This is an optimization exercise on Yosys and OpenROAD, whose aim is small area and a short achievable clock period, not a production implementation.
In this exercise RTL edits were held to simulation tests only and were not proved equivalent to the original.
Power figures rest on the tool's default switching activity, not on a simulated workload.

## build 20
==> flow/design.v (excerpt) <==
module KEYBOARD_CONTROLLER (
	RST_N     ,
	DATA      ,
	CLK_50MHZ ,
	PS2CLK    ,
	ASCII_OUT ,
	COLOR     ,
	COMMAND
	);
	input        RST_N;
	input        DATA;
	input        CLK_50MHZ;
	input        PS2CLK;
	output [7:0] ASCII_OUT;
	output [7:0] COLOR;
	output [1:0] COMMAND;
	wire clk = CLK_50MHZ;
	localparam [5:0] Y_PT = 6'b010000, Y_LP = 6'b010010, Y_RP = 6'b010011,
		Y_SP = 6'b010100, Y_EQ = 6'b010101, Y_QU = 6'b010110, Y_MI = 6'b011001,
		Y_SL = 6'b011011;
	function [5:0] L;    
		input [4:0] n;
		L = {1'b1, n};
	endfunction
	function [5:0] scan2sym;
		input [7:0] s;
		case (s)
			8'h45, 8'h70: scan2sym = 6'd0;
			8'h16, 8'h69: scan2sym = 6'd1;
			8'h1E, 8'h72: scan2sym = 6'd2;
			8'h26, 8'h7A: scan2sym = 6'd3;
			8'h25, 8'h6B: scan2sym = 6'd4;
			8'h2E, 8'h73: scan2sym = 6'd5;
			8'h36, 8'h74: scan2sym = 6'd6;
			8'h3D, 8'h6C: scan2sym = 6'd7;
			8'h3E, 8'h75: scan2sym = 6'd8;
			8'h46, 8'h7D: scan2sym = 6'd9;
			8'h1C: scan2sym = L(1);   8'h32: scan2sym = L(2);   8'h21: scan2sym = L(3);
			8'h23: scan2sym = L(4);   8'h24: scan2sym = L(5);   8'h2B: scan2sym = L(6);
			8'h34: scan2sym = L(7);   8'h33: scan2sym = L(8);   8'h43: scan2sym = L(9);
			8'h3B: scan2sym = L(10);  8'h42: scan2sym = L(11);  8'h4B: scan2sym = L(12);
			8'h3A: scan2sym = L(13);  8'h31: scan2sym = L(14);  8'h44: scan2sym = L(15);
			8'h4D: scan2sym = L(16);  8'h15: scan2sym = L(17);  8'h2D: scan2sym = L(18);
			8'h1B: scan2sym = L(19);  8'h2C: scan2sym = L(20);  8'h3C: scan2sym = L(21);
			8'h2A: scan2sym = L(22);  8'h1D: scan2sym = L(23);  8'h22: scan2sym = L(24);
			8'h35: scan2sym = L(25);  8'h1A: scan2sym = L(26);
			8'h4E, 8'h7B: scan2sym = Y_MI;
			8'h55:        scan2sym = Y_EQ;
			8'h41:        scan2sym = 6'b010001;
			8'h49, 8'h71: scan2sym = Y_PT;
			8'h4A:        scan2sym = Y_SL;
  ...
Settings: LEC_CHECK=0, CAP_MARGIN=20, CORE_MARGIN=2, CORE_UTILIZATION=40, CTS_BUF_LIST=sky130_fd_sc_hd__clkbuf_16, CTS_CLUSTER_DIAMETER=80, CTS_CLUSTER_SIZE=28, SLEW_MARGIN=20; clock period 160.0 ns.
run.sh (not shown) runs the stock make flow with config.mk's settings and CLKGATE_MAP_FILE= SYNTH_SCRIPT=/design/flow/synth_recipe.tcl, a recipe that flattens the netlist after the stock synthesis.
Inputs modified between build 20 and build 52:
- CORE_UTILIZATION: 40 -> 65
- CTS_CLUSTER_SIZE: 28 -> 16
- CTS_BUF_LIST: sky130_fd_sc_hd__clkbuf_16 -> sky130_fd_sc_hd__clkbuf_8
- CTS_CLUSTER_DIAMETER: 80 -> 60
Notes after the runs:
Build 52: no failed stages, no open violations at the end
[build 52 vs build 20] clock skew: higher in build 52
Reported for build 52 and build 20, summed instance area of the synthesized netlist turned out identical to the last digit.
Relative to build 20, the total power measured on build 52 has decreased by a few percent.
Build 52 vs. build 20: initial core utilization up 25 points; final worst slack down 120 ps; via count up 1,080; cell count of the worst reg-to-reg path up 1.
On synthesized net count, build 20 tracks build 52 almost exactly.
Modified inputs, build 29 compared to build 52
- CTS_CLUSTER_SIZE: 16 -> 12
- CORE_UTILIZATION: 65 -> 40
- CTS_CLUSTER_DIAMETER: 60 -> 50
==> comparison <==
- Build 52 reports its worst setup path startpoint as ocol[2]$_DFF_PN1_ while build 29 reports ocol[1]$_DFF_PN1_.
- Between build 29 and build 52, the difference in wire length of the first global-routing pass is negligible.
- Looking only at routed wire length, and setting everything else aside, the lower value of build 29 and build 52 goes to build 29.
- Build 52 → build 29: total cell area at the placement stage has increased; total number of nets in the final design went up 26; clock latency reported for the late side of the worst-skew pair moved up; total power rose about 9%.

## re-timing with driven ports
Ports are ideal in the flow. The routed layouts listed here were re-timed in OpenROAD.
Step 1 sets driving cells, clkbuf_16 on the clock port and buf_2 on the other inputs (assumed; they add their load-dependent delay and slew).
Step 2 moves the port delays by t, midway between the first and last clock arrival at a register: inputs arrive t later, outputs are due t later. That takes back most of the time a late clock gives input paths.
a / b / c = no drivers / after step 1 / after step 2; a / b = the first two.
| run | t, ns | setup WS [ns] | hold slack, ns |
|---|---|---|---|
| build 20 | 0.666 | 126.286 / 126.222 / 126.888 | 0.315 / 0.315 / 0.315 |
| build 52 | 0.740 | 126.167 / 126.111 / 126.851 | 0.304 / 0.304 / 0.304 |
| build 29 | 0.762 | 126.178 / 126.115 / 126.878 | 0.305 / 0.305 / 0.305 |
After both steps setup and hold are still met in every run listed.
